From an optimization exercise on the open Yosys and OpenROAD flow, aimed at a short achievable clock period and few clock cycles; shortcuts taken in it are not production practice.
The RTL was checked by simulation tests, not by an equivalence proof against the original design.
Power and IR drop assume default switching activity.

// rv32_core
module rv32_core (
  input logic clk,
  input logic rst_n,
  output logic [31:0] imem_addr,
  input logic [31:0] imem_rdata,
  output logic dmem_valid,
  output logic dmem_we,
  output logic [31:0] dmem_addr,
  output logic [31:0] dmem_wdata,
  output logic [3:0] dmem_wstrb,
  input logic dmem_ready,
  input logic [31:0] dmem_rdata,
  output logic mmio_we,
  output logic [31:0] mmio_addr,
  output logic [31:0] mmio_wdata,
  input logic [31:0] mmio_rdata
);
  localparam int BHT_N = 16;
  logic stall_mem;    
  logic stall_id;     
  logic redirect;     
  logic [31:0] redirect_pc;
  logic [31:0] pc_q, pc_a, pc_b, pc_b_d, if_pc4;
  logic pc_sel;
  logic [31:0] fi;
  logic f_is_jal, f_is_br, f_pred, f_bpred;
  logic [1:0] bht [0:BHT_N-1];
  logic [1:0] f_ctr;
  assign pc_q = ({32{pc_sel}} & pc_a) | ({32{!pc_sel}} & pc_b);
  assign imem_addr = pc_q;
  assign fi = imem_rdata;
  logic [31:0] imm_fj, imm_fb;
  logic [31:0] pa4, pb4, pa_tj, pb_tj, pa_tb, pb_tb;
  logic [1:0] ctr_a, ctr_b;
  assign imm_fj = {{12{fi[31]}}, fi[19:12], fi[20], fi[30:21], 1'b0};
  assign imm_fb = {{20{fi[31]}}, fi[7], fi[30:25], fi[11:8], 1'b0};
  assign pa4 = pc_a + 32'd4;
  assign pb4 = pc_b + 32'd4;
  assign pa_tj = pc_a + imm_fj;
  assign pb_tj = pc_b + imm_fj;
  assign pa_tb = pc_a + imm_fb;
  assign pb_tb = pc_b + imm_fb;
  assign ctr_a = bht[pc_a[5:2]];
  assign ctr_b = bht[pc_b[5:2]];
  assign if_pc4 = ({32{pc_sel}} & pa4) | ({32{!pc_sel}} & pb4);
  assign f_ctr = ({2{pc_sel}} & ctr_a) | ({2{!pc_sel}} & ctr_b);
  assign f_is_jal = (fi[6:0] == rv32_pkg::OP_JAL);
  assign f_is_br = (fi[6:0] == rv32_pkg::OP_BRANCH);
  assign f_bpred = (f_ctr == 2'b11) | ((f_ctr != 2'b00) & fi[31]);
  assign f_pred = f_is_jal | (f_is_br & f_bpred);
  logic s_hold, s_aj, s_bj, s_ab, s_bb, s_a4, s_b4;
  assign s_hold = stall_id;
  assign s_aj = !stall_id && f_pred && pc_sel && fi[3];
  assign s_bj = !stall_id && f_pred && !pc_sel && fi[3];
  assign s_ab = !stall_id && f_pred && pc_sel && !fi[3];
  assign s_bb = !stall_id && f_pred && !pc_sel && !fi[3];
  assign s_a4 = !stall_id && !f_pred && pc_sel;
  ...
Size in the first run: ~8100 cells after synthesis, ~1700 flip-flops, about 270 I/O pins, roughly 92000 um2 of cells after synthesis.
Settings: LEC_CHECK=0, CAP_MARGIN=20, CORE_MARGIN=2, CORE_UTILIZATION=35, PLACE_DENSITY=0.5, SETUP_SLACK_MARGIN=4.0, SLEW_MARGIN=20, TNS_END_PERCENT=100; clock period 8.0 ns.
run.sh (not shown) runs the stock make flow with config.mk's settings and CLKGATE_MAP_FILE= SYNTH_SCRIPT=/design/flow/synth_recipe.tcl, a recipe that flattens the netlist after the stock synthesis.
Testbench counts at the start, summed over its fixed seeds: cycles 174,832.
Edit:
--- a/flow/design.v
+++ b/flow/design.v
@@ -140,23 +140,23 @@
   output logic dmem_we,
   output logic [31:0] dmem_addr,
   output logic [31:0] dmem_wdata,
   output logic [3:0] dmem_wstrb,
   input logic dmem_ready,
   input logic [31:0] dmem_rdata,
   output logic mmio_we,
   output logic [31:0] mmio_addr,
   output logic [31:0] mmio_wdata,
   input logic [31:0] mmio_rdata
 );
-  localparam int BHT_N = 16;
+  localparam int BHT_N = 64;
   logic stall_mem;    
   logic stall_id;     
   logic redirect;     
   logic [31:0] redirect_pc;
   logic [31:0] pc_q, pc_a, pc_b, pc_b_d, if_pc4;
   logic pc_sel;
   logic [31:0] fi;
   logic f_is_jal, f_is_br, f_pred, f_bpred;
   logic [1:0] bht [0:BHT_N-1];
   logic [1:0] f_ctr;
   assign pc_q = ({32{pc_sel}} & pc_a) | ({32{!pc_sel}} & pc_b);
@@ -165,24 +165,24 @@
   logic [31:0] imm_fj, imm_fb;
   logic [31:0] pa4, pb4, pa_tj, pb_tj, pa_tb, pb_tb;
   logic [1:0] ctr_a, ctr_b;
   assign imm_fj = {{12{fi[31]}}, fi[19:12], fi[20], fi[30:21], 1'b0};
   assign imm_fb = {{20{fi[31]}}, fi[7], fi[30:25], fi[11:8], 1'b0};
   assign pa4 = pc_a + 32'd4;
   assign pb4 = pc_b + 32'd4;
   assign pa_tj = pc_a + imm_fj;
   assign pb_tj = pc_b + imm_fj;
   assign pa_tb = pc_a + imm_fb;
   assign pb_tb = pc_b + imm_fb;
-  assign ctr_a = bht[pc_a[5:2]];
-  assign ctr_b = bht[pc_b[5:2]];
+  assign ctr_a = bht[pc_a[7:2]];
+  assign ctr_b = bht[pc_b[7:2]];
   assign if_pc4 = ({32{pc_sel}} & pa4) | ({32{!pc_sel}} & pb4);
   assign f_ctr = ({2{pc_sel}} & ctr_a) | ({2{!pc_sel}} & ctr_b);
   assign f_is_jal = (fi[6:0] == rv32_pkg::OP_JAL);
   assign f_is_br = (fi[6:0] == rv32_pkg::OP_BRANCH);
   assign f_bpred = (f_ctr == 2'b11) | ((f_ctr != 2'b00) & fi[31]);
   assign f_pred = f_is_jal | (f_is_br & f_bpred);
   logic s_hold, s_aj, s_bj, s_ab, s_bb, s_a4, s_b4;
   assign s_hold = stall_id;
   assign s_aj = !stall_id && f_pred && pc_sel && fi[3];
   assign s_bj = !stall_id && f_pred && !pc_sel && fi[3];
   assign s_ab = !stall_id && f_pred && pc_sel && !fi[3];
@@ -264,23 +264,23 @@
     .rsel1(ifid_rs1oh), .rsel2(ifid_rs2oh),
     .rdata1(rf_r1), .rdata2(rf_r2),
     .we(memwb_wr), .waddr(memwb_rd), .wdata(memwb_rfd)
   );
   assign d_v1 = d_auipc ? ifid_pc : !d_use1 ? 32'd0 : (memwb_wr && memwb_rd == d_rs1) ? memwb_rfd : rf_r1;
   assign d_v2 = (memwb_wr && memwb_rd == d_rs2) ? memwb_rfd : rf_r2;
   logic idex_kill;    
   logic idex_wr, idex_ld, idex_st, idex_br, idex_jalr;
   logic idex_pred, idex_arith, idex_sign;
   logic [1:0] idex_size;
   logic [4:0] idex_rd;
-  logic [3:0] idex_bidx;
+  logic [5:0] idex_bidx;
   logic [31:0] idex_v1, idex_v2, idex_imm, idex_alt;
   logic [2:0] idex_sa_sum, idex_sb_sum, idex_sa_dif, idex_sb_dif, idex_sa_oth, idex_sb_oth;
   logic [2:0] idex_ss;
   logic [1:0] idex_shsel;
   logic [2:0] idex_lgsel;
   logic [1:0] idex_cmpsel;
   logic [2:0] idex_sa_br, idex_sb_br;
   logic [5:0] idex_csel;    
   logic [31:0] idex_bv;
   assign stall_id = ifid_valid && idex_ld && idex_wr &&
                     ((d_use1 && idex_rd == d_rs1) || (d_use2 && idex_rd == d_rs2));
@@ -406,23 +406,23 @@
           ifid_rs1oh[i] <= (fi[19:15] == 5'(i));
           ifid_rs2oh[i] <= (fi[24:20] == 5'(i));
         end
         ifid_pred <= f_pred;
       end
       pc_a <= redirect_pc;
       idex_pred <= ifid_pred;
       idex_arith <= d_arith;
       idex_sign <= !d_f3[2];
       idex_size <= d_f3[1:0];
       idex_rd <= d_rd;
-      idex_bidx <= ifid_pc[5:2];
+      idex_bidx <= ifid_pc[7:2];
       idex_v1 <= d_v1;
       idex_v2 <= d_v2;
       idex_imm <= d_imm_i;
       idex_alt <= d_alt;
       idex_sa_br <= d_sa & {3{d_br || d_jalr}};
       idex_sb_br <= d_sb & {3{d_br || d_st}};
       idex_csel <= '0;
       unique case ({d_f3[2:1], d_f3[0] ^ ifid_pred})
         3'b000: idex_csel[0] <= 1'b1;
         3'b001: idex_csel[1] <= 1'b1;
         3'b100: idex_csel[2] <= 1'b1;
@@ -455,23 +455,23 @@
   always_ff @(posedge clk) begin
     exmem_res <= ex_y;
     exmem_fwd <= (idex_wr && !idex_kill) ? ex_y : 32'd0;
   end
   logic [BHT_N-1:0] bu_we;
   logic [1:0] bu_inc, bu_dec, ex_ctr;
   logic bu_taken;
   assign ex_ctr = bht[idex_bidx];
   always_ff @(posedge clk) begin
     for (int i = 0; i < BHT_N; i++) begin
       if (!rst_n) bu_we[i] <= 1'b0;
-      else bu_we[i] <= !stall_mem && idex_br && !idex_kill && (idex_bidx == 4'(i));
+      else bu_we[i] <= !stall_mem && idex_br && !idex_kill && (idex_bidx == 6'(i));
     end
     bu_taken <= ex_taken;
     bu_inc <= (ex_ctr == 2'b11) ? 2'b11 : ex_ctr + 2'd1;
     bu_dec <= (ex_ctr == 2'b00) ? 2'b00 : ex_ctr - 2'd1;
   end
   always_ff @(posedge clk) begin
     for (int i = 0; i < BHT_N; i++) begin
       if (!rst_n) bht[i] <= 2'b01;
       else if (bu_we[i]) bht[i] <= bu_taken ? bu_inc : bu_dec;
     end
   end
Final area is higher by about 9%.
Synthesized cell count is higher by 13%.
Synthesized area is higher by 8.5%.
Total power is higher by about 15%.
Sequential power is higher by about 9%.
Sequential cell count is higher by 146.
Fmax is higher by about 0.8%.
Die area is higher by about 8%.
Testbench counts after the change, summed over its fixed seeds: cycles 174,594.

-- port drivers added, routing unchanged --
The results above use ideal ports. As a check the final layouts listed here were re-extracted and re-timed, cells and wires unchanged.
Step 1 assumes that a clkbuf_16 drives the clock port and a buf_2 every other input.
Step 2 adds t to the input delays and takes it off the output delays; t is the mean of the earliest and latest rising clock arrival at the registers after step 1. Input paths then give back, and output paths get back, about the clock's delay inside the block.
a / b / c = no drivers / after step 1 / after step 2; a / b = the first two.
run | shift t [ns] | setup slack, ns | hold slack, ns | worst setup path at the end | clock arrival spread, ns
the first run | 0.957 | 3.771 / 3.771 / 3.198 | 0.432 / 0.432 / 0.432 | input to register | 0.083 / 0.084
the second run | 0.978 | 3.806 / 3.806 / 3.150 | 0.420 / 0.420 / 0.420 | input to register | 0.108 / 0.107
After both steps setup and hold are still met in every run listed. For the second run, which loses most, drivers alone change the setup slack by 0.000 ns; drivers and shift together by -0.656 ns.
